This design comes from an exercise in tuning for small area on the open sky130 flow, not from production work. Function was checked by simulation only, so behaviour that the tests miss may differ from the original. Power figures rest on the tool's default switching activity, not on a simulated workload.

## constraint.sdc

```tcl
create_clock -name core_clock -period 10.0 [get_ports {S_AXI_ACLK}]
set_input_delay 2.0000 -clock core_clock [delete_from_list [all_inputs] [get_ports {S_AXI_ACLK}]]
set_output_delay 2.0000 -clock core_clock [all_outputs]
set_load 0.01 [all_outputs]
```

## design.v

```verilog
module axi_peripheral_top #(
    parameter integer C_S_AXI_DATA_WIDTH = 32,
    parameter integer C_S_AXI_ADDR_WIDTH = 32,
    parameter integer CLK_FREQ_HZ        = 100_000_000,
    parameter integer NUM_LEDS           = 8
) (
input  wire                                  S_AXI_ACLK,
input  wire                                  S_AXI_ARESETN,
input  wire [C_S_AXI_ADDR_WIDTH-1:0]        S_AXI_AWADDR,
input  wire [2:0]                            S_AXI_AWPROT,
input  wire                                  S_AXI_AWVALID,
output wire                                  S_AXI_AWREADY,
input  wire [C_S_AXI_DATA_WIDTH-1:0]        S_AXI_WDATA,
input  wire [(C_S_AXI_DATA_WIDTH/8)-1:0]    S_AXI_WSTRB,
input  wire                                  S_AXI_WVALID,
output wire                                  S_AXI_WREADY,
output wire [1:0]                            S_AXI_BRESP,
output wire                                  S_AXI_BVALID,
input  wire                                  S_AXI_BREADY,
input  wire [C_S_AXI_ADDR_WIDTH-1:0]        S_AXI_ARADDR,
input  wire [2:0]                            S_AXI_ARPROT,
input  wire                                  S_AXI_ARVALID,
output wire                                  S_AXI_ARREADY,
output wire [C_S_AXI_DATA_WIDTH-1:0]        S_AXI_RDATA,
output wire [1:0]                            S_AXI_RRESP,
output wire                                  S_AXI_RVALID,
input  wire                                  S_AXI_RREADY,
output wire [NUM_LEDS-1:0]                   leds,
output wire [6:0]                            seg_cathode,
output wire [3:0]                            seg_anode,
output wire                                  irq_out,
input  wire                                  ext_irq_in
);
wire rstn = S_AXI_ARESETN;
reg [1:0] ws;
reg       awr, wwr;
wire      w_resp = ws[0] & ws[1];
wire      cap_aw = ~ws[0] & S_AXI_AWVALID;
wire      cap_w  = ~ws[1] & S_AXI_WVALID;
wire      we     = w_resp & (awr | wwr);
always @(posedge S_AXI_ACLK) begin
    if (!rstn) begin
        ws  <= 2'b00;
        awr <= 1'b0;
        wwr <= 1'b0;
    end else begin
        if (w_resp) begin
            ws <= {2{~S_AXI_BREADY}};
        end else begin
            ws <= {ws[1] | S_AXI_WVALID, ws[0] | S_AXI_AWVALID};
        end
        awr <= cap_aw;
        wwr <= cap_w;
    end
end
wire       aw_hit = ~|{S_AXI_AWADDR[31:5], S_AXI_AWADDR[1:0]};
reg  [2:0] wcode;
reg [15:0] wdat;
reg  [1:0] wstb;
always @(posedge S_AXI_ACLK) begin
    if (!ws[0]) wcode <= aw_hit ? S_AXI_AWADDR[4:2] : 3'b111;
    if (!ws[1]) begin
        wdat <= S_AXI_WDATA[15:0];
        wstb <= S_AXI_WSTRB[1:0];
    end
end
wire sel_led = (wcode == 3'd0);
wire sel_seg = (wcode == 3'd1);
wire sel_en  = (wcode == 3'd2);
wire sel_clr = (wcode == 3'd4);
reg  [7:0] leds_r;      
reg        led_wr;      
reg [15:0] seg;
reg        irq_en;
reg        irq_st;
wire       irq_set;
wire led_we  = we & sel_led & wstb[0];
wire seg_we0 = we & sel_seg & wstb[0];
wire seg_we1 = we & sel_seg & wstb[1];
wire en_we   = we & sel_en  & wstb[0];
wire clr     = we & sel_clr & wstb[0] & wdat[0];
wire  [1:0] sw_ld  = {rstn & seg_we1, rstn & seg_we0};
wire  [1:0] sw_hd  = {rstn & ~seg_we1, rstn & ~seg_we0};
wire [15:0] seg_n  = ({{8{sw_ld[1]}}, {8{sw_ld[0]}}} & wdat) | ({{8{sw_hd[1]}}, {8{sw_hd[0]}}} & seg);
wire        en_n   = rstn & (en_we ? wdat[0] : irq_en);
wire        st_n   = rstn & ~clr & (irq_st | irq_set);
wire        lw_ld  = rstn & led_wr;
wire        lw_hd  = rstn & ~led_wr;
wire  [7:0] leds_n = ({8{lw_ld}} & wdat[7:0]) | ({8{lw_hd}} & leds_r);
always @(posedge S_AXI_ACLK) begin
    leds_r <= leds_n;
    led_wr <= rstn & led_we;
    seg    <= seg_n;
    irq_en <= en_n;
    irq_st <= st_n;
end
assign leds    = leds_r;
assign irq_out = irq_st & irq_en;
reg  [1:0] rs;
reg [15:0] rdat;
always @(posedge S_AXI_ACLK) begin
    if (!rstn) begin
        rs <= 2'b00;
    end else begin
        rs[0] <= ~rs[1] & (rs[0] | S_AXI_ARVALID);
        rs[1] <= rs[0] | (rs[1] & ~S_AXI_RREADY);
    end
end
wire ar_hit = ~|{S_AXI_ARADDR[31:5], S_AXI_ARADDR[1:0]};
reg [2:0] rcode;
always @(posedge S_AXI_ACLK) begin
    if (rs == 2'b00) rcode <= ar_hit ? {1'b0, S_AXI_ARADDR[3:2]} | {S_AXI_ARADDR[4], 2'b00} : 3'b100;
end
wire r_led = (rcode == 3'd0);
wire r_seg = (rcode == 3'd1);
wire r_en  = (rcode == 3'd2);
wire r_st  = (rcode == 3'd3);
wire rs_idle = ~rs[1];                  
wire rs_w2   = rs[1] & rs[0];
wire e_seg   = rs_idle & r_seg;
wire e_led   = ~(rs[1] & ~rs[0]) & r_led;
wire e_hold  = rs[1] & ~(rs_w2 & r_led);
wire e_en    = rs_idle & r_en;
wire e_st    = rs_idle & r_st;
always @(posedge S_AXI_ACLK) begin
    rdat[15:8] <= ({8{e_seg}} & seg[15:8]) | ({8{rs[1]}} & rdat[15:8]);
    rdat[7:1]  <= ({7{e_seg}} & seg[7:1]) | ({7{e_led}} & leds_r[7:1]) | ({7{e_hold}} & rdat[7:1]);
    rdat[0]    <= (e_seg & seg[0]) | (e_led & leds_r[0]) | (e_en & irq_en) | (e_st & irq_st) | (e_hold & rdat[0]);
end
assign S_AXI_AWREADY = awr;
assign S_AXI_WREADY  = wwr;
assign S_AXI_BVALID  = w_resp;
assign S_AXI_BRESP   = 2'b00;
assign S_AXI_ARREADY = rs[0] & ~rs[1];
assign S_AXI_RVALID  = rs[1] & ~rs[0];
assign S_AXI_RDATA   = {16'h0000, rdat};
assign S_AXI_RRESP   = 2'b00;
reg [14:0] sc;
reg  [1:0] dsel;   
wire       sc_end = ((sc & 15'h7fcf) == (15'h2d68 & 15'h7fcf));
always @(posedge S_AXI_ACLK) begin
    if (!rstn || sc_end) sc <= 15'h0000;
    else                 sc <= {~sc[13:0], ~(sc[14] ^ sc[13])};
    if (!rstn)       dsel <= 2'b00;
    else if (sc_end) dsel <= {dsel[0], ~dsel[1]};
end
reg [3:0] nib;
always @(*) begin
    case (dsel)
        2'b00: nib = seg[3:0];
        2'b01: nib = seg[7:4];
        2'b11: nib = seg[11:8];
        default: nib = seg[15:12];
    endcase
end
wire [111:0] hex7 = {7'b0001110, 7'b0000110, 7'b0100001, 7'b1000110, 7'b0000011, 7'b0001000, 7'b0010000, 7'b0000000, 7'b1111000, 7'b0000010, 7'b0010010, 7'b0011001, 7'b0110000, 7'b0100100, 7'b1111001, 7'b1000000};
assign seg_cathode = hex7[nib*7 +: 7];
assign seg_anode   = {~(dsel[1] & ~dsel[0]), ~(dsel[1] & dsel[0]), ~(~dsel[1] & dsel[0]), ~(~dsel[1] & ~dsel[0])};
reg        sy1, sy2, stab;
reg [16:0] dc;
reg  [1:0] tm;    
wire       diff  = sy2 ^ stab;
wire       dc_end = ((dc & 17'h1beff) == (17'h067b2 & 17'h1beff));
wire       acc   = diff & dc_end;
always @(posedge S_AXI_ACLK) begin
    if (!rstn) begin
        sy1  <= 1'b0;
        sy2  <= 1'b0;
        stab <= 1'b0;
        tm   <= 2'b00;
    end else begin
        sy1  <= ext_irq_in;
        sy2  <= sy1;
        stab <= stab ^ acc;
        tm[0] <= ~tm[1] & (tm[0] | (acc & sy2));
        tm[1] <= tm[0];
    end
    if (!diff || dc_end) dc <= 17'h00000;
    else                          dc <= {~dc[15:0], ~(dc[16] ^ dc[13])};
end
assign irq_set = tm[1] & ~tm[0];
endmodule
```

## flow/run.sh

```bash
#!/bin/bash
# The standard ORFS layout (the standard.sh, unchanged synthesis), with
# two layout choices: the port buffers that placement inserts on every input
# and output are the smallest buffer (buf_1) instead of the default choice,
# and clock tree synthesis uses clkbuf_8 only and inserts no dummy loads.
set -euo pipefail
export BUFFER_PORTS_ARGS="-buffer_cell sky130_fd_sc_hd__buf_1"
export CTS_ARGS="-sink_clustering_enable -repair_clock_nets -buf_list sky130_fd_sc_hd__clkbuf_8 -dont_use_dummy_load"
bash standard.sh > standard_flow.log 2>&1
```

## standard.sh

```bash
#!/bin/bash
# synth_recipe.tcl (not shown) runs the flow's synth.tcl, then flattens the netlist and writes it again
# the make line also repeats each setting of config.mk as NAME=value (left out here)
make -C /OpenROAD-flow-scripts/flow DESIGN_CONFIG=/design/flow/config.mk WORK_HOME=/design/flow/orfs CLKGATE_MAP_FILE= SYNTH_SCRIPT=/design/flow/synth_recipe.tcl "${@:-finish}"
```

## config.mk

```make
export PLATFORM = sky130hd
export DESIGN_NAME = axi_peripheral_top
export DESIGN_NICKNAME = axi_peripheral_top
export VERILOG_FILES = /design/flow/design.v
export SDC_FILE = /design/flow/constraint.sdc
export NUM_CORES = 4
export LEC_CHECK = 0
export CAP_MARGIN = 20
export CORE_MARGIN = 2
export CORE_UTILIZATION = 40
export SLEW_MARGIN = 20
```

==> notes.md, run 1 <==
----------------------------------------------------
[Logic synthesis]
  Number of register bits inferred by synthesis ... approximately 110
  Area share of xor/xnor cells in the synthesized design ... less than 1%
  Adder and majority gate portion of the synthesized area ... less than 1%
  Most instantiated flip-flop cell in the synthesis netlist ... dfxtp_1
  Most frequent cell after synthesis ... dfxtp_1
  Synthesized-area fraction occupied by ao, oa, aoi and oai cells ... 10.56%
  Number of distinct standard cells referenced by the synthesized netlist ... 50
  Most area-consuming cells after synthesis ... dfxtp_1 41%, edfxtp_1 17%, a22o_1 4.9%, buf_4 3.5%, nor2_1 3.4%
  Number of standard cells after synthesis ... roughly 370
  Area of the mapped netlist ... 4278 sq um
  Leading post-synthesis cells by instance count ... 88 x dfxtp_1, 39 x nor2_1, 24 x a22o_1, 24 x edfxtp_1, 20 x buf_4
  Dominant combinational cell family by area after synthesis ... simple AND/OR/NAND/NOR gates
  Simple-gate area share of the yosys netlist ... 18.10%
  Async set or reset register ratio after synthesis ... 0%
  Post-synthesis average cell area ... 11.53 sq um
  Top cell type by total area after synthesis ... dfxtp_1
  Count of flip-flops with a built-in enable after synthesis ... 24
  Share of cell area taken by muxes after synthesis ... between 5 and 6%
  Share of the synthesized area in the top cell type ... about two fifths
  Sequential cell area fraction in the yosys report ... between 50% and 60%
  Yosys warning count ... 1

[STA]
  Worst Skew ... ~0.03 ns
  Unrepaired setup endpoints after global routing ... false
  Finish-stage setup viols ... 0
  Max Clock Freq ... 221.0 MHz
  Tmin final ... between 4 and 5 ns
  Worst hold margin ... around 0.39 ns
  Least-Margin Pin Slew ... 0.8374 ns
  Final hold viol count ... 0
  Pins Over Slew Limit ... 0
  Slew margin rel. ... roughly 44%
  Setup Total Neg Slack ... 0 ns
  Share of the clock period used by the worst path after layout ... between 40% and 50%

[Critical path]
  Worst endpoint required time ... 8.00 ns
  Cells along the critical path ... mux4_2 -> inv_1 -> ha_1 -> nand2b_1 -> nand3_1 -> o21ai_0 -> buf_1
  Signal arrival time at the worst endpoint ... 2.53 ns
  Startpoint type of the worst setup path ... register
  Highest-delay cell along the critical path ... mux4_2
  Buf/Inv on CP ... 2
  Peak per-stage delay on the critical path ... ~0.64 ns
  Crit Path Max Fanout ... 10
  CP endpoint kind ... primary output
  Worst Path Class, Setup ... register to primary output
  CP top delay family ... multiplexers

[Routing]
  Remaining DRCs ... 0
  DR pass1 iterations ... 4
  Post-route ant nets ... 0
  Wire length reported by the detailed router ... ~8700 um
  Violation count after the first detailed-route iteration ... 168
  Routed wire length per instance ... ~14 um
  Via density per instance ... 4.908
  Via count of the routed design ... between 3000 and 4000

[Power]
  Switching power summed over all nets ... around 160 uW
  Worst vdd rail ir drop ... 86.05 uV
  Switching share of power ... between 20% and 30%
  Leakage dissipation ... roughly 0.0018 uW
  Clock network fraction of design power ... between 20 and 30%
  Cell area power density ... roughly 150 nW/um^2
  Power consumption ... around 730 uW
  Gate power share ... approximately 5.0%
  Fraction of power consumed by sequential logic ... 66.5%
  P_int ... 575.0 uW

[Clocking]
  Count of hold-fix buffers inserted at cts ... 0
  Clock tree buffer depth ... 2
  Total clock sinks ... approximately 110
  Post-CTS clock slew at the launch and capture registers of the worst setup and hold paths ... 0.11 ns
  Root buf cell ... clkbuf_8
  Worst-skew pair later-pin latency ... about 0.37 ns
  Number of CTS-inserted buffers ... 9
  Depth of the CTS H-tree ... 3
  Total setup buffers inserted after CTS ... 0
  Number of instances resized during post-cts repair ... 0
  CTS tree ... done

[Finish]
  Final nets ... about 620
  Diode insertion count for antenna repair ... 0
  Synthesis-to-finish area growth ... 15.00%
  Count of fill cells added during filler insertion ... around 1000
  Number of non-filler instances in the completed layout ... around 630
  Share of cells above drive strength 1 ... between 5 and 6%

[Floorplanning]
  I/O pin count ... 175
  Overall die height ... around 110 um
  Row cnt ... 37
  Area inside the core boundary ... 10370 sq um
  Starting density of the core ... between 40% and 50%
  Die X-Extent ... 107.4 um
  Total die area ... 11540 sq um

[Global route]
  Maximum number of pins on one net before global-route repair ... 33
  Congestion Overflow GR ... 0
  Antenna violations before repair ... 0
  GRT Overall Usage ... approximately 15%
  Number of global-route vias before repair ... 2945
  Global-route wire length before repair ... ~14000 um

[Min path]
  Class of the most critical hold timing path ... register to register

[Place]
  Instance count after placement with tap cells included ... between 600 and 700
  Port bufs ... between 100 and 150
  Final HPWL DP ... ~6500 um
  Routability-driven placement congestion ratio ... between 0.7 and 0.8

[Flow run]
  Number of maximum-capacitance constraint violations ... 0

[Run status]
  Status ... complete, no violations

----------------------------------------------------
per-layer routing:
layer	routed length, um	up-vias	global-route usage [%]
li1	-	1548	-
met1	3829	1435	18.54
met2	4144	111	25.90
met3	680	8	5.085
met4	93	0	4.304
met5	0	-	0
placed cells by master, fill, tap and decap left out, types with 2 or more instances in the layout:
cell,synthesis,layout
a21boi_1,2,2
a21oi_1,3,3
a221o_1,7,7
a22o_1,24,24
a31oi_1,3,3
and2_1,7,7
and2_4,2,2
and3_1,11,11
buf_1,0,130
buf_4,20,3
clkbuf_8,0,9
conb_1,1,20
dfxtp_1,88,88
edfxtp_1,24,24
ha_1,3,3
inv_1,7,7
mux2i_1,14,14
mux4_2,4,4
nand2_1,8,8
nand2b_1,5,5
nand3_1,2,2
nand4_1,6,6
nor2_1,39,39
nor2b_1,18,18
nor3_1,2,2
nor3b_1,5,5
nor4_1,13,13
nor4b_1,3,3
nor4b_2,2,2
nor4bb_1,3,3
o21ai_0,5,5
or2_2,2,2
or3_1,4,4
xor2_1,3,3
flip-flops by register name, summed over array words and instances (netlist names), 2 cells and up, named ones only:
name,cells
wstb,2
leds_r,8
rdat,16
dsel,2
rcode,3
seg,16
tm,2
ws,2
sc,15
wcode,3
wdat,16
dc,17
rs,2
metrics by stage:
step	util, %	cell area, sq um	setup WS [ns]
floorplan	-	4349	6.270
global placement	46.25	4796	5.954
CTS	47.44	4920	5.487
finish	47.44	4920	5.474
detailed placement	46.25	4796	5.916
global route	47.44	4920	5.286
kinds of logic (layout without fill, tap and decap cells):
| family | count (synthesis) | in the layout |
|---|---|---|
| AO/OA/AOI/OAI | 55 | 55 |
| XOR/XNOR | 3 | 3 |
| adder cells (fa/ha/maj) | 3 | 3 |
| buffers and inverters | 43 | 149 |
| flip-flops | 112 | 112 |
| multiplexers | 19 | 19 |
| other | 1 | 20 |
| AND/OR/NAND/NOR | 135 | 135 |
path summary, 6_finish.rpt:
| check | start | to | slack, ns | cells past startpoint |
|---|---|---|---|---|
| hold / removal | sc[5]$_SDFF_PP0_ | sc[6]$_SDFF_PP0_ | 0.39 | 1 |
| hold reg to reg | sc[5]$_SDFF_PP0_ | sc[6]$_SDFF_PP0_ | 0.39 | 1 |
| setup reg to reg | rs[1]$_SDFF_PN0_ | rdat[7]$_DFF_P_ | 7.99 | 4 |
| setup / recovery | dsel[1]$_SDFFE_PN0N_ | seg_cathode[1] | 5.47 | 7 |
layout make-up:
| type | count | area (sq um) | share of cell area [%] |
|---|---|---|---|
| multi-input cells | 235 | 1607 | 32.66 |
| clock buffers | 9 | 123.9 | 2.518 |
| well taps | 136 | 170.2 | 3.459 |
| repair buffers | 133 | 510.5 | 10.38 |
| flip-flops and latches | 112 | 2482 | 50.46 |
| inverters | 7 | 26.28 | 0.5341 |
power by group through the flow:
stage / Clock [uW] / Combinational [uW] / Sequential [uW]
after floorplan: 0 / 25.7 / 495
after global routing: 231 / 41.0 / 491
final: 209 / 36.5 / 489
after global placement: 0 / 35.7 / 499
after detailed placement: 0 / 36.8 / 499
after CTS: 216 / 37.0 / 489
==> run 2, diff against run 1 <==
--- a/design.v
+++ b/design.v
@@ -173,3 +173,3 @@
         sy2  <= sy1;
-        stab <= stab ^ acc;
+        if (acc) stab <= sy2;
         tm[0] <= ~tm[1] & (tm[0] | (acc & sy2));
==> flow/run.sh (replaced) <==
#!/bin/bash
# Own layout flow: the standard ORFS flow (standard.sh) with three changes.
#  1. Synthesis: ORFS's synth.tcl as the standard flow's synth_recipe.tcl runs it, except
#     that the combinational mapping uses an area-oriented ABC script
#     (flow/area.abc) and full-adder extraction is skipped.  Registers are
#     untouched; the flow checks that the register instances (names and cell
#     types) equal those of the standard synthesis, and falls back to the
#     standard synthesis if they do not.
#  2. Placement buffers every input and output port with buf_1.
#  3. Clock tree synthesis uses clkbuf_8 and no dummy loads.
# Every tool's output goes to a log file in this folder (and ORFS's own
# per-step logs under orfs/logs).
set -euo pipefail
W=$PWD
FLOWDIR=$W/flow

# --- synthesis script with the area ABC script -----------------------------
sed -e 's|log_cmd abc {\*}$abc_args|log_cmd abc {*}[lreplace $abc_args 1 1 '"$FLOWDIR/area.abc"']|' \
    -e 's|^# Technology mapping of adders|set ::env(ADDER_MAP_FILE) ""\n# Technology mapping of adders|' \
    "$FLOW_HOME/scripts/synth.tcl" > "$W/synth_area.tcl"
grep -q "lreplace" "$W/synth_area.tcl"
grep -q 'ADDER_MAP_FILE) ""' "$W/synth_area.tcl"
sed "s|source \$::env(SCRIPTS_DIR)/synth.tcl|source $W/synth_area.tcl|" synth_recipe.tcl > "$W/area_synth.tcl"
grep -q "synth_area.tcl" "$W/area_synth.tcl"
grep -q "SYNTH_SCRIPT=[^ ]*synth_recipe.tcl" standard.sh
sed "s|SYNTH_SCRIPT=[^ ]*synth_recipe.tcl|SYNTH_SCRIPT=$W/area_synth.tcl|" standard.sh > "$W/area_standard.sh"

# --- the standard synthesis, for its list of registers ----------------------
sed -e "s|WORK_HOME=[^ ]*|WORK_HOME=$W/ref|" standard.sh > "$W/ref_standard.sh"
bash "$W/ref_standard.sh" synth > "$W/ref_synth.log" 2>&1
regs() { grep -E '^ *sky130_fd_sc_hd__[a-z]*df[a-z0-9_]* ' "$1" | awk '{print $1, $2}' | sort; }
REF=$W/ref/results/$FLOW_PLATFORM/axi_peripheral_top/base/1_2_yosys.v
regs "$REF" > "$W/regs_standard.txt"

export BUFFER_PORTS_ARGS="-buffer_cell sky130_fd_sc_hd__buf_1"
export CTS_ARGS="-sink_clustering_enable -repair_clock_nets -buf_list sky130_fd_sc_hd__clkbuf_8 -dont_use_dummy_load"

# --- area synthesis, then the rest of the flow ------------------------------
bash "$W/area_standard.sh" synth > "$W/area_synth.log" 2>&1
OUT=$W/orfs/results/$FLOW_PLATFORM/axi_peripheral_top/base/1_2_yosys.v
regs "$OUT" > "$W/regs_area.txt"
if ! cmp -s "$W/regs_standard.txt" "$W/regs_area.txt" || [ ! -s "$W/regs_area.txt" ]; then
  echo "registers differ from the standard synthesis: using the standard synthesis" | tee "$W/fallback.txt"
  rm -rf "$W/orfs"
  bash standard.sh synth > "$W/standard_synth.log" 2>&1
fi
bash standard.sh > "$W/standard_flow.log" 2>&1
==> flow/area.abc (new file) <==
&get -n
&st
&synch2
&deepsyn -I 4 -J 50
&dch
&nf -R 1000 -p
&put
==> notes.md, run 2 <==
----------------------------------------------------
[Finish]
  Most common cell after layout, fill and taps aside ... buf_1
  Number of flip-flops under the largest register name ... 17
  Number of non-filler instances in the completed layout ... 631
  Share of cells above drive strength 1 ... approximately 2.4%
  Final nets ... 614
  Register with the most flip-flops ... dc
  Commonest cells after routing, fill and taps aside ... 130 x buf_1, 88 x dfxtp_1, 55 x nor2_1, 32 x a22o_1, 24 x edfxtp_1
  Summed area of non-filler cells in the final layout ... between 4000 and 5000 sq um
  Diode insertion count for antenna repair ... 0
  Synthesis-to-finish area growth ... 18.37%

[Clocking]
  Post-CTS clock slew at the launch and capture registers of the worst setup and hold paths ... 0.09 ns
  Total clock sinks ... 112
  Number of CTS-inserted buffers ... 9
  Depth of the CTS H-tree ... 3
  CTS tree ... done
  Root buf cell ... clkbuf_8
  Total setup buffers inserted after CTS ... 0
  Worst-skew pair later-pin latency ... 0.36 ns
  Count of hold-fix buffers inserted at cts ... 0
  Number of instances resized during post-cts repair ... 0
  Clock tree buffer depth ... 2

[Critical path]
  First element of the critical path ... dsel[1]$_SDFFE_PN0N_
  Worst endpoint required time ... roughly 8.0 ns
  Crit Path Max Fanout ... 5
  Reg-to-reg endpoint ... seg[5]$_DFF_P_
  Reg-to-Reg Start ... ws[1]$_SDFF_PN0_
  Cell depth of the worst flop-to-flop path ... 6
  Signal arrival time at the worst endpoint ... 2.45 ns
  Startpoint type of the worst setup path ... register
  CP endpoint kind ... primary output
  Worst Path Class, Setup ... register to primary output
  R2R setup slack ... between 7 and 8 ns

[Floorplanning]
  Die X-Extent ... ~100 um
  Total die area ... 10610 sq um
  Row cnt ... 36
  Overall die height ... slightly above 100 um
  I/O pin count ... approximately 180
  Starting density of the core ... 40.69%
  Area inside the core boundary ... just under 10000 sq um

[Logic synthesis]
  Number of register bits inferred by synthesis ... between 100 and 150
  Post-synthesis average cell area ... 10.96 sq um
  Share of the synthesized area in the top cell type ... 44.91%
  Most instantiated flip-flop cell in the synthesis netlist ... dfxtp_1
  Number of standard cells after synthesis ... 358
  Number of distinct standard cells referenced by the synthesized netlist ... 31
  Area of the mapped netlist ... roughly 4000 sq um
  Top cell type by total area after synthesis ... dfxtp_1
  Sequential cell area fraction in the yosys report ... 63.29%
  Yosys warning count ... 1
  Leading post-synthesis cells by instance count ... 88 x dfxtp_1, 55 x nor2_1, 32 x a22o_1, 24 x edfxtp_1, 23 x nand2_1
  Most frequent cell after synthesis ... dfxtp_1
  Async set or reset register ratio after synthesis ... 0%
  Count of flip-flops with a built-in enable after synthesis ... 24
  Most area-consuming cells after synthesis ... dfxtp_1 45%, edfxtp_1 18%, a22o_1 7.1%, nor2_1 5.3%, buf_4 3.8%

[Routing]
  Violation count after the first detailed-route iteration ... 90
  Via count of the routed design ... just over 3000
  Via density per instance ... 4.845
  DR pass1 iterations ... 5
  Routed wire length per instance ... approximately 13 um
  Post-route ant nets ... 0
  Remaining DRCs ... 0
  Wire length reported by the detailed router ... between 8000 and 9000 um

[STA]
  Setup Total Neg Slack ... 0 ns
  Final hold viol count ... 0
  Slew margin rel. ... between 40% and 50%
  Share of the clock period used by the worst path after layout ... about 44%
  Finish-stage setup viols ... 0
  Worst Skew ... between 0.02 and 0.025 ns
  Pins Over Slew Limit ... 0
  Tmin final ... around 4.4 ns
  Least-Margin Pin Slew ... ~0.75 ns
  Worst hold margin ... a little under 0.4 ns
  Unrepaired setup endpoints after global routing ... false
  Max Clock Freq ... approximately 220 MHz

[Global route]
  Antenna violations before repair ... 0
  GRT Overall Usage ... between 15 and 20%
  Number of global-route vias before repair ... 2728
  Global-route wire length before repair ... between 10000 and 15000 um
  Congestion Overflow GR ... 0
  Maximum number of pins on one net before global-route repair ... 21

[Place]
  Placed Area ... approximately 4500 sq um
  Port bufs ... 130
  Routability-driven placement congestion ratio ... 0.8310
  Instance count after placement with tap cells included ... just over 600
  Final HPWL DP ... slightly above 6000 um

[Min path]
  Worst hold endpoint ... sc[6]$_SDFF_PP0_
  Cell count of the worst hold path ... 1
  Beginning of the worst hold path ... sc[5]$_SDFF_PP0_
  Class of the most critical hold timing path ... register to register

[Run status]
  Status ... complete, no violations

[Power]
  Cell area power density ... 157.3 nW/um^2
  Leakage dissipation ... 0.001710 uW
  Worst vdd rail ir drop ... ~86 uV

[Flow run]
  Number of maximum-capacitance constraint violations ... 0

----------------------------------------------------
==> run 2: layout make-up <==
class	count	area, sq um
clock buffers	9	123.9
fillers	943	4996
inverters	16	60.06
multi-input cells	229	1308
flip-flops and latches	112	2482
well taps	133	166.4
repair buffers	132	503.0
==> run 2: critical path: stages (launching register included) <==
cell and delay (ns):
dfxtp_1 0.38, clkinv_1 0.11, nand2_1 0.18, o22ai_1 0.13, or3_1 0.35, nand2_1 0.12, o31a_1 0.14, o21ai_0 0.11
a21oi_1 0.16, nand2b_1 0.14, nand2_1 0.06, nand2_1 0.06, buf_1 0.14
==> run 2: layer usage <==
layer	vias to the layer above	share of wire (%)	track usage, %
met2	91	47	25.22
li1	1550	-	-
met3	10	5.7	3.729
met5	-	0	0
met1	1406	46	21.18
met4	0	1.2	4.352
==> run 2: worst max-delay path by stage <==
stage                           endpoint  slack [ns]  depth (start not counted)
after floorplan           seg_cathode[5]        6.15                         11
after global placement    seg[5]$_DFF_P_        5.53                          6
after detailed placement  seg[5]$_DFF_P_        5.55                          6
after CTS                 seg_cathode[5]        5.55                         12
after global routing      seg_cathode[5]        5.27                         12
final                     seg_cathode[5]        5.55                         12
==> run 2: cell families after synthesis <==
kind of cell	after synthesis	synth area share [%]
flip-flops	112	63.29
multiplexers	1	0.2552
other	1	0.09560
buffers and inverters	36	5.359
XOR/XNOR	3	0.6700
AND/OR/NAND/NOR	139	17.19
AO/OA/AOI/OAI	66	13.14
==> run 2: stage by stage <==
stage               power (uW)  util (%)  setup slack [ns]
finish                   730.3     48.17             5.553
global route             761.0     48.17             5.271
CTS                      737.4     48.17             5.549
detailed placement       533.4     46.88             5.547
global placement         532.6     46.88             5.528
floorplan                518.3         -             6.148
==> run 2: report_power, final <==
part | switching (uW) | internal, uW
sequential | 9.39 | 478
clock | 126 | 81.2
combinational | 21.7 | 13.8
total | 157 | 573
==> run 3, diff against run 2 <==
--- a/flow/run.sh
+++ b/flow/run.sh
@@ -10,2 +10,3 @@
 #  3. Clock tree synthesis uses clkbuf_8 and no dummy loads.
+#  4. One tie-low cell drives all constant outputs (no per-load tie copies).
 # Every tool's output goes to a log file in this folder (and ORFS's own
@@ -35,2 +36,3 @@
 export BUFFER_PORTS_ARGS="-buffer_cell sky130_fd_sc_hd__buf_1"
+export SKIP_REPAIR_TIE_FANOUT=1
 export CTS_ARGS="-sink_clustering_enable -repair_clock_nets -buf_list sky130_fd_sc_hd__clkbuf_8 -dont_use_dummy_load"
==> notes.md, run 3 <==
----------------------------------------------------
[Run status]
  Status ... complete, no violations

[Logic synthesis]
  Yosys warning count ... 1
  Area share of xor/xnor cells in the synthesized design ... less than 1%
  Share of cell area taken by muxes after synthesis ... less than 1%
  Adder and majority gate portion of the synthesized area ... 0%
  Number of register bits inferred by synthesis ... about 110
  Area of the mapped netlist ... just under 4000 sq um
  Most area-consuming cells after synthesis ... dfxtp_1 45%, edfxtp_1 18%, a22o_1 7.1%, nor2_1 5.3%, buf_4 3.8%
  Async set or reset register ratio after synthesis ... 0%
  Sequential cell area fraction in the yosys report ... a little over three fifths
  Post-synthesis average cell area ... between 10 and 15 sq um
  Synthesized-area fraction occupied by ao, oa, aoi and oai cells ... between 10% and 20%
  Most frequent cell after synthesis ... dfxtp_1
  Most instantiated flip-flop cell in the synthesis netlist ... dfxtp_1
  Count of flip-flops with a built-in enable after synthesis ... 24
  Leading post-synthesis cells by instance count ... 88 x dfxtp_1, 55 x nor2_1, 32 x a22o_1, 24 x edfxtp_1, 23 x nand2_1
  Number of standard cells after synthesis ... around 360
  Dominant combinational cell family by area after synthesis ... simple AND/OR/NAND/NOR gates
  Number of distinct standard cells referenced by the synthesized netlist ... 31
  Share of the synthesized area in the top cell type ... between 40% and 50%
  Simple-gate area share of the yosys netlist ... 17.19%
  Top cell type by total area after synthesis ... dfxtp_1

[Place]
  Routability-driven placement congestion ratio ... approximately 0.8
  Port bufs ... 130
  Final HPWL DP ... ~6400 um

[Critical path]
  Worst endpoint required time ... about 8.0 ns
  Cell depth of the worst flop-to-flop path ... 6
  Signal arrival time at the worst endpoint ... 2.47 ns
  Reg-to-Reg Start ... ws[1]$_SDFF_PN0_
  Cells along the critical path ... clkinv_1 -> nand2_1 -> o22ai_1 -> or3_1 -> nand2_1 -> o31a_1 -> o21ai_0 -> a21oi_1 -> nand2b_1 -> nand2_1 -> nand2_1 -> buf_1
  Peak per-stage delay on the critical path ... approximately 0.36 ns
  R2R setup slack ... ~7.4 ns
  Most numerous cell on the critical path ... nand2_1
  CP endpoint kind ... primary output
  Startpoint type of the worst setup path ... register
  Highest-delay cell along the critical path ... dfxtp_1
  Reg-to-reg endpoint ... seg[0]$_DFF_P_
  Crit Path Max Fanout ... 5
  Worst Path Class, Setup ... register to primary output

[Clocking]
  Root buf cell ... clkbuf_8
  Number of instances resized during post-cts repair ... 0
  Number of CTS-inserted buffers ... 9
  Post-CTS clock slew at the launch and capture registers of the worst setup and hold paths ... 0.09 ns
  Count of hold-fix buffers inserted at cts ... 0
  CTS tree ... done
  Worst-skew pair later-pin latency ... approximately 0.35 ns
  Total clock sinks ... 112
  Total setup buffers inserted after CTS ... 0
  Clock tree buffer depth ... 2
  Depth of the CTS H-tree ... 3

[Floorplanning]
  Starting density of the core ... about two fifths
  Overall die height ... roughly 100 um
  Total die area ... roughly 11000 sq um
  Die X-Extent ... roughly 100 um
  Area inside the core boundary ... a little under 10000 sq um
  Row cnt ... 36
  I/O pin count ... between 150 and 200

[STA]
  Finish-stage setup viols ... 0
  Pins Over Slew Limit ... 0
  Final hold viol count ... 0
  Unrepaired setup endpoints after global routing ... false
  Slew margin rel. ... between 40% and 50%
  Share of the clock period used by the worst path after layout ... around 45%
  Setup Total Neg Slack ... 0 ns
  Tmin final ... roughly 4.5 ns
  Least-Margin Pin Slew ... 0.7663 ns
  Worst Skew ... 0.01759 ns
  Worst hold margin ... 0.3899 ns
  Max Clock Freq ... between 200 and 250 MHz

[Finish]
  Register with the most flip-flops ... dc
  Diode insertion count for antenna repair ... 0
  Most common cell after layout, fill and taps aside ... buf_1
  Share of the core filled with cells ... 47.43%
  Number of flip-flops under the largest register name ... 17
  Final nets ... 595
  Synthesis-to-finish area growth ... 16.55%
  Share of cells above drive strength 1 ... 2.505%
  Commonest cells after routing, fill and taps aside ... 130 x buf_1, 88 x dfxtp_1, 55 x nor2_1, 32 x a22o_1, 24 x edfxtp_1

[Global route]
  Number of global-route vias before repair ... about 2900
  Congestion Overflow GR ... 0
  GRT Overall Usage ... between 10% and 20%
  Antenna violations before repair ... 0
  Maximum number of pins on one net before global-route repair ... 21
  Global-route wire length before repair ... roughly 14000 um

[Min path]
  Beginning of the worst hold path ... dc[6]$_SDFF_PP0_
  Cell count of the worst hold path ... 1
  Worst hold endpoint ... dc[7]$_SDFF_PP0_
  Class of the most critical hold timing path ... register to register

[Flow run]
  Number of maximum-capacitance constraint violations ... 0

[Power]
  Gate power share ... 4.9%
  Cell area power density ... about 160 nW/um^2
  Fraction of power consumed by sequential logic ... between 60% and 70%
  Worst vdd rail ir drop ... 59.56 uV
  Switching share of power ... a little over a fifth
  Switching power summed over all nets ... around 150 uW
  Clock network fraction of design power ... 28.0%
  Leakage dissipation ... between 0.0015 and 0.002 uW
  P_int ... approximately 570 uW

[Routing]
  Post-route ant nets ... 0
  DR pass1 iterations ... 4
  Via density per instance ... 4.975
  Violation count after the first detailed-route iteration ... ~120
  Via count of the routed design ... 3045
  Routed wire length per instance ... between 10 and 15 um
  Remaining DRCs ... 0
  Wire length reported by the detailed router ... 8434 um

----------------------------------------------------
## run 3: critical path: cells and delay by family, from the launching register on
kind | cells | cell delay, ns
and+or+nand+nor | 6 | 0.92
buffers and inverters | 2 | 0.26
AOI/OAI and AO/OA | 4 | 0.57
DFF | 1 | 0.36
## run 3: worst max-delay path by stage
| stage | from | to | slack, ns | cells past startpoint |
|---|---|---|---|---|
| final | dsel[0]$_SDFFE_PN0N_ | seg_cathode[5] | 5.53 | 12 |
| after global routing | dsel[1]$_SDFFE_PN0N_ | seg_cathode[5] | 5.22 | 12 |
| after CTS | dsel[0]$_SDFFE_PN0N_ | seg_cathode[5] | 5.51 | 12 |
| after detailed placement | S_AXI_ARESETN | seg[0]$_DFF_P_ | 5.55 | 6 |
| after global placement | S_AXI_ARESETN | seg[7]$_DFF_P_ | 5.58 | 6 |
| after floorplan | dsel[1]$_SDFFE_PN0N_ | seg_cathode[5] | 6.15 | 11 |
## run 3: layer usage
layer	vias up	part of all wire [%]	track usage, %
met1	1411	45	21.04
met4	0	1.6	6.680
met3	10	5.6	3.797
met2	92	47	26.42
li1	1532	-	-
met5	-	0	0
## run 3: final cells by class
cell class	count	area [sq um]
Multi-Input combinational cell	210	1236
Timing Repair Buffer	132	503.0
Tap cell	133	166.4
Sequential cell	112	2482
Inverter	16	60.06
Fill cell	930	5067
Clock buffer	9	123.9
## run 3: cells by family (layout without fill, tap and decap cells)
family / after synthesis / in the layout
buf+inv: 36 / 157
mux: 1 / 1
xor+xnor: 3 / 3
flops: 112 / 112
other cells: 1 / 1
compound gates: 66 / 66
simple gates: 139 / 139
## run 3: power by group through the flow
stage                     Combinational [uW]  Sequential [uW]  Clock [uW]
after global routing                    41.0              490         232
after detailed placement                36.0              498           0
after CTS                               36.2              488         213
final                                   35.8              488         204
after floorplan                         23.3              495           0
after global placement                  34.8              498           0
## run 3: through the flow
stage          setup WS [ns]  std cells  cell area, sq um  power (uW)
6_report               5.526        612              4572       727.5
2_1_floorplan          6.148        358              3923       518.3
4_1_cts                5.506        612              4572       736.7
5_1_grt                5.222        612              4572       762.6
3_5_place_dp           5.553        603              4448       534.2
3_3_place_gp           5.584        603              4448       532.8
==> run 4, diff against run 3 <==
--- a/config.mk
+++ b/config.mk
@@ -7,5 +7,5 @@
 export LEC_CHECK = 0
-export CAP_MARGIN = 20
+export CAP_MARGIN = 0
 export CORE_MARGIN = 2
 export CORE_UTILIZATION = 40
-export SLEW_MARGIN = 20
+export SLEW_MARGIN = 0
==> notes.md, run 4 <==
----------------------------------------------------
[Routing]
  Remaining DRCs ... 0
  Post-route ant nets ... 0
  Violation count after the first detailed-route iteration ... 117
  Via count of the routed design ... 3045
  Wire length reported by the detailed router ... approximately 8400 um
  DR pass1 iterations ... 4
  Via density per instance ... roughly 5.0
  Routed wire length per instance ... about 14 um

[Global route]
  Global-route wire length before repair ... 13500 um
  Congestion Overflow GR ... 0
  Maximum number of pins on one net before global-route repair ... 21
  GRT Overall Usage ... 16.31%
  Number of global-route vias before repair ... roughly 2900
  Antenna violations before repair ... 0

[Clocking]
  Post-CTS clock slew at the launch and capture registers of the worst setup and hold paths ... 0.09 ns
  Clock tree buffer depth ... 2
  Total clock sinks ... about 110
  Depth of the CTS H-tree ... 3
  Number of CTS-inserted buffers ... 9
  Number of instances resized during post-cts repair ... 0
  CTS tree ... done
  Root buf cell ... clkbuf_8
  Count of hold-fix buffers inserted at cts ... 0
  Total setup buffers inserted after CTS ... 0
  Worst-skew pair later-pin latency ... 0.35 ns

[STA]
  Setup Total Neg Slack ... 0 ns
  Final Worst Setup Slack ... 5.526 ns
  Least-Margin Pin Slew ... between 0.7 and 0.8 ns
  Final hold viol count ... 0
  Share of the clock period used by the worst path after layout ... between 40% and 50%
  Tmin final ... 4.474 ns
  Unrepaired setup endpoints after global routing ... false
  Worst Skew ... 0.01759 ns
  Worst hold margin ... roughly 0.39 ns
  Max Clock Freq ... between 200 and 250 MHz
  Pins Over Slew Limit ... 0
  Slew margin rel. ... ~49%
  Finish-stage setup viols ... 0

[Run status]
  Status ... complete, no violations

[Place]
  Instance count after placement with tap cells included ... 603
  Routability-driven placement congestion ratio ... between 0.7 and 0.8
  Final HPWL DP ... 6381 um
  Dpl ws ... 5.553 ns
  Port bufs ... between 100 and 150

[Power]
  Clock network fraction of design power ... between 20% and 30%
  Cell area power density ... ~160 nW/um^2
  Leakage dissipation ... roughly 0.0016 uW
  Fraction of power consumed by sequential logic ... roughly two thirds
  Switching power summed over all nets ... ~150 uW
  Worst vdd rail ir drop ... slightly below 60 uV
  Gate power share ... between 4 and 5%
  Switching share of power ... a little over a fifth
  P_int ... 573.1 uW

[Critical path]
  Worst endpoint required time ... roughly 8 ns
  R2R setup slack ... 7.41 ns
  Worst Path Class, Setup ... register to primary output
  Reg-to-reg endpoint ... seg[0]$_DFF_P_
  Startpoint type of the worst setup path ... register
  Crit Path Max Fanout ... 5
  CP endpoint kind ... primary output
  Signal arrival time at the worst endpoint ... between 2 and 2.5 ns
  Cell depth of the worst flop-to-flop path ... 6
  Reg-to-Reg Start ... ws[1]$_SDFF_PN0_

[Logic synthesis]
  Most frequent cell after synthesis ... dfxtp_1
  Sequential cell area fraction in the yosys report ... between 60 and 70%
  Number of standard cells after synthesis ... roughly 360
  Number of distinct standard cells referenced by the synthesized netlist ... 31
  Count of flip-flops with a built-in enable after synthesis ... 24
  Most instantiated flip-flop cell in the synthesis netlist ... dfxtp_1
  Share of the synthesized area in the top cell type ... between 40% and 50%
  Area of the mapped netlist ... 3923 sq um
  Yosys warning count ... 1
  Post-synthesis average cell area ... roughly 11 sq um
  Leading post-synthesis cells by instance count ... 88 x dfxtp_1, 55 x nor2_1, 32 x a22o_1, 24 x edfxtp_1, 23 x nand2_1
  Async set or reset register ratio after synthesis ... 0%
  Top cell type by total area after synthesis ... dfxtp_1
  Most area-consuming cells after synthesis ... dfxtp_1 45%, edfxtp_1 18%, a22o_1 7.1%, nor2_1 5.3%, buf_4 3.8%
  Number of register bits inferred by synthesis ... roughly 110

[Finish]
  Final nets ... 595
  Most common cell after layout, fill and taps aside ... buf_1
  Diode insertion count for antenna repair ... 0
  Synthesis-to-finish area growth ... 16.55%
  Number of non-filler instances in the completed layout ... about 600
  Count of fill cells added during filler insertion ... 930
  Register with the most flip-flops ... dc
  Share of cells above drive strength 1 ... about 2.5%
  Number of flip-flops under the largest register name ... 17
  Commonest cells after routing, fill and taps aside ... 130 x buf_1, 88 x dfxtp_1, 55 x nor2_1, 32 x a22o_1, 24 x edfxtp_1

[Min path]
  Cell count of the worst hold path ... 1
  Class of the most critical hold timing path ... register to register
  Beginning of the worst hold path ... dc[6]$_SDFF_PP0_
  Worst hold endpoint ... dc[7]$_SDFF_PP0_

[Floorplanning]
  Row cnt ... 36
  Die X-Extent ... between 100 and 150 um
  Area inside the core boundary ... just under 10000 sq um
  I/O pin count ... about 180
  Starting density of the core ... between 40% and 50%
  Total die area ... approximately 11000 sq um
  Overall die height ... between 100 and 150 um

[Flow run]
  Number of maximum-capacitance constraint violations ... 0

----------------------------------------------------
==> run 4: cell counts after synthesis <==
Identical to the previous run, type by type.
==> run 4: logic make-up (layout without fill, tap and decap cells) <==
family          Yosys count  count (layout)  share of synthesized area, %
other cells               1               1                       0.09560
flops                   112             112                         63.29
mux                       1               1                        0.2552
compound gates           66              66                         13.14
buf+inv                  36             157                         5.359
simple gates            139             139                         17.19
xor+xnor                  3               3                        0.6700
==> run 4: area by class of cell <==
cell class	count	area [sq um]	share of cell area, %
Timing Repair Buffer	132	503.0	11.00
Multi-Input combinational cell	210	1236	27.04
Clock buffer	9	123.9	2.709
Tap cell	133	166.4	3.640
Sequential cell	112	2482	54.30
Inverter	16	60.06	1.314
==> run 4: worst max-delay path by stage <==
| stage | start | to | slack [ns] | cells past startpoint |
|---|---|---|---|---|
| final | dsel[0]$_SDFFE_PN0N_ | seg_cathode[5] | 5.53 | 12 |
| after global routing | dsel[1]$_SDFFE_PN0N_ | seg_cathode[5] | 5.22 | 12 |
| after CTS | dsel[0]$_SDFFE_PN0N_ | seg_cathode[5] | 5.51 | 12 |
| after detailed placement | S_AXI_ARESETN | seg[0]$_DFF_P_ | 5.55 | 6 |
| after global placement | S_AXI_ARESETN | seg[7]$_DFF_P_ | 5.58 | 6 |
| after floorplan | dsel[1]$_SDFFE_PN0N_ | seg_cathode[5] | 6.15 | 11 |
==> run 4: worst max-delay path, cell delays in order (launching register included) <==
cell and delay (ns):
dfxtp_1 0.36, clkinv_1 0.12, nand2_1 0.17, o22ai_1 0.13, or3_1 0.35, nand2_1 0.13, o31a_1 0.15, o21ai_0 0.11
a21oi_1 0.18, nand2b_1 0.15, nand2_1 0.06, nand2_1 0.06, buf_1 0.14
==> run 4: power by group through the flow <==
stage	combinational (uW)	clock (uW)	sequential [uW]
after floorplan	23.3	0	495
after global placement	34.8	0	498
after detailed placement	36.0	0	498
after CTS	36.2	213	488
after global routing	41.0	232	490
final	35.8	204	488
==> run 4: stage by stage <==
step / instance area [sq um] / power (uW) / utilization [%]
2_1_floorplan: 3923 / 518.3 / -
3_3_place_gp: 4448 / 532.8 / 46.14
3_5_place_dp: 4448 / 534.2 / 46.14
4_1_cts: 4572 / 736.7 / 47.43
5_1_grt: 4572 / 762.6 / 47.43
6_report: 4572 / 727.5 / 47.43
==> run 4: metal layers <==
layer  share of wire [%]  vias to the layer above  track usage [%]
met3                 5.6                       10            3.797
li1                    -                     1532                -
met2                  47                       92            26.42
met5                   0                        -                0
met1                  45                     1411            21.04
met4                 1.6                        0            6.680
==> run 5, diff against run 4 <==
--- a/config.mk
+++ b/config.mk
@@ -7,5 +7,6 @@
 export LEC_CHECK = 0
-export CAP_MARGIN = 0
+export CAP_MARGIN = 20
 export CORE_MARGIN = 2
-export CORE_UTILIZATION = 40
-export SLEW_MARGIN = 0
+export CORE_UTILIZATION = 65
+export PLACE_DENSITY = 0.75
+export SLEW_MARGIN = 20
==> notes.md, run 5 <==
----------------------------------------------------
[Finish]
  Number of flip-flops under the largest register name ... 17
  Commonest cells after routing, fill and taps aside ... 130 x buf_1, 88 x dfxtp_1, 55 x nor2_1, 32 x a22o_1, 24 x edfxtp_1
  Most common cell after layout, fill and taps aside ... buf_1
  Final nets ... roughly 600
  Synthesis-to-finish area growth ... 14.71%
  Diode insertion count for antenna repair ... 0
  Register with the most flip-flops ... dc
  Share of cells above drive strength 1 ... 2.505%

[STA]
  Worst Skew ... approximately 0.029 ns
  Final hold viol count ... 0
  Tmin final ... ~4.5 ns
  Slew margin rel. ... roughly half
  Finish-stage setup viols ... 0
  Share of the clock period used by the worst path after layout ... 45.10%
  Least-Margin Pin Slew ... 0.7437 ns
  Worst hold margin ... 0.3858 ns
  Max Clock Freq ... 221.7 MHz
  Pins Over Slew Limit ... 0
  Unrepaired setup endpoints after global routing ... false
  Setup Total Neg Slack ... 0 ns

[Logic synthesis]
  Dominant combinational cell family by area after synthesis ... simple AND/OR/NAND/NOR gates
  Share of cell area taken by muxes after synthesis ... less than 1%
  Synthesized-area fraction occupied by ao, oa, aoi and oai cells ... 13.14%
  Async set or reset register ratio after synthesis ... 0%
  Simple-gate area share of the yosys netlist ... about 17%
  Most area-consuming cells after synthesis ... dfxtp_1 45%, edfxtp_1 18%, a22o_1 7.1%, nor2_1 5.3%, buf_4 3.8%
  Sequential cell area fraction in the yosys report ... 63.29%
  Area share of xor/xnor cells in the synthesized design ... less than 1%
  Yosys warning count ... 1
  Number of standard cells after synthesis ... roughly 360
  Most instantiated flip-flop cell in the synthesis netlist ... dfxtp_1
  Top cell type by total area after synthesis ... dfxtp_1
  Leading post-synthesis cells by instance count ... 88 x dfxtp_1, 55 x nor2_1, 32 x a22o_1, 24 x edfxtp_1, 23 x nand2_1
  Number of register bits inferred by synthesis ... 112
  Adder and majority gate portion of the synthesized area ... 0%
  Area of the mapped netlist ... about 4000 sq um
  Post-synthesis average cell area ... between 10 and 15 sq um
  Count of flip-flops with a built-in enable after synthesis ... 24
  Share of the synthesized area in the top cell type ... between 40% and 50%
  Most frequent cell after synthesis ... dfxtp_1
  Number of distinct standard cells referenced by the synthesized netlist ... 31

[Routing]
  Wire length reported by the detailed router ... 8023 um
  Post-route ant nets ... 0
  Remaining DRCs ... 0
  DR pass1 iterations ... 4
  Violation count after the first detailed-route iteration ... roughly 150
  Via density per instance ... approximately 5.6
  Via count of the routed design ... a little over 3000
  Routed wire length per instance ... 14.48 um

[Power]
  Cell area power density ... 161.0 nW/um^2
  Leakage dissipation ... approximately 0.0016 uW
  Power consumption ... 724.4 uW
  Worst vdd rail ir drop ... 133.7 uV

[Clocking]
  Total setup buffers inserted after CTS ... 0
  CTS tree ... done
  Worst-skew pair later-pin latency ... about 0.36 ns
  Total clock sinks ... between 100 and 150
  Depth of the CTS H-tree ... 3
  Number of CTS-inserted buffers ... 9
  Root buf cell ... clkbuf_8
  Number of instances resized during post-cts repair ... 0
  Post-CTS clock slew at the launch and capture registers of the worst setup and hold paths ... 0.09 ns
  Clock tree buffer depth ... 2
  Count of hold-fix buffers inserted at cts ... 0

[Global route]
  Congestion Overflow GR ... 0
  GRT Overall Usage ... between 20% and 30%
  Maximum number of pins on one net before global-route repair ... 21
  Antenna violations before repair ... 0
  Number of global-route vias before repair ... between 2000 and 3000
  Global-route wire length before repair ... about 13000 um

[Floorplanning]
  Starting density of the core ... 66.65%
  Row cnt ... 28
  I/O pin count ... approximately 180
  Overall die height ... around 82 um
  Area inside the core boundary ... around 5900 sq um
  Die X-Extent ... between 80 and 90 um
  Total die area ... between 6000 and 7000 sq um

[Critical path]
  Worst Path Class, Setup ... register to primary output
  CP endpoint kind ... primary output
  Worst endpoint required time ... around 8.0 ns
  Crit Path Max Fanout ... 5
  Signal arrival time at the worst endpoint ... between 2 and 3 ns
  Startpoint type of the worst setup path ... register

[Place]
  Final HPWL DP ... ~6000 um
  Port bufs ... 130
  Routability-driven placement congestion ratio ... about 0.80

[Min path]
  Class of the most critical hold timing path ... register to register

[Flow run]
  Number of maximum-capacitance constraint violations ... 0

[Run status]
  Status ... complete, no violations

----------------------------------------------------
## run 5: worst paths after layout
path	slack, ns	endpoint	from	depth (start not counted)
min reg2reg	0.39	dc[9]$_SDFF_PP0_	dc[8]$_SDFF_PP0_	1
max	5.49	seg_cathode[5]	dsel[1]$_SDFFE_PN0N_	12
min	0.39	dc[9]$_SDFF_PP0_	dc[8]$_SDFF_PP0_	1
max reg2reg	7.50	seg[6]$_DFF_P_	ws[1]$_SDFF_PN0_	6
## run 5: where the power goes
part | internal [uW] | leakage [uW] | switching (uW) | total (uW)
Sequential | 478 | 0.000950 | 9.31 | 488
Combinational | 13.8 | 0.000633 | 22.1 | 36.0
Clock | 81.1 | 0.0000647 | 120 | 201
Total | 573 | 0.00165 | 151 | 724
## run 5: area by class of cell
class | count | area (sq um)
clock buffer | 9 | 123.9
fill | 443 | 1386
inverter | 16 | 60.06
multi-input combinational | 210 | 1236
sequential | 112 | 2482
tap | 75 | 93.84
timing repair buffer | 132 | 503.0
## run 5: critical path, stage by stage (launching register included)
cell	delay [ns]
dfxtp_1	0.38
clkinv_1	0.11
nand2_1	0.19
o22ai_1	0.13
or3_1	0.37
nand2_1	0.14
o31a_1	0.15
o21ai_0	0.12
a21oi_1	0.17
nand2b_1	0.15
nand2_1	0.06
nand2_1	0.06
buf_1	0.14
## run 5: layer usage
metal  track usage (%)  vias to the layer above  share of wire (%)
met5                 0                        -                  0
met3             7.033                       13                6.4
li1                  -                     1528                  -
met4             5.333                        0                1.3
met1             30.21                     1460                 43
met2             44.34                      111                 50
## run 5: kinds of logic after synthesis
logic type,after synthesis
other,1
flip-flops,112
multiplexers,1
XOR/XNOR,3
AND/OR/NAND/NOR,139
AO/OA/AOI/OAI,66
buffers and inverters,36
## run 5: per-stage QoR
step                area, sq um  instances  setup WS (ns)  utilization [%]
floorplan                  3923        358          6.148                -
global placement           4375        545          5.633            74.34
detailed placement         4375        545          5.647            74.34
CTS                        4499        554          5.522            76.45
global route               4499        554          5.246            76.45
finish                     4499        554          5.490            76.45

## what the ideal ports hide
Ports are ideal in the flow. The routed layouts listed here were re-timed in OpenROAD. Step 1 assumes that a clkbuf_16 drives the clock port and a buf_2 every other input. Step 2, shift: input delay + t, output delay - t, t = (earliest + latest rising clock arrival at the registers) / 2. This alone moves slack from input paths to output paths. Three values: ideal ports, drivers, drivers and shift; two values: the first two.
run | shift t [ns] | slack for setup (ns) | hold WS [ns] | worst slew at a driven data input, ns
run 1 | 0.386 | 5.474 / 5.443 / 5.829 | 0.391 / 0.391 / 0.391 | 0.05
run 2 | 0.376 | 5.553 / 5.522 / 5.605 | 0.385 / 0.385 / 0.385 | 0.04
run 3 | 0.370 | 5.526 / 5.500 / 5.613 | 0.390 / 0.390 / 0.390 | 0.04
run 4 | 0.370 | 5.526 / 5.500 / 5.613 | 0.390 / 0.390 / 0.390 | 0.04
run 5 | 0.370 | 5.490 / 5.463 / 5.619 | 0.386 / 0.386 / 0.386 | 0.05
After both steps every run listed still meets setup and hold.
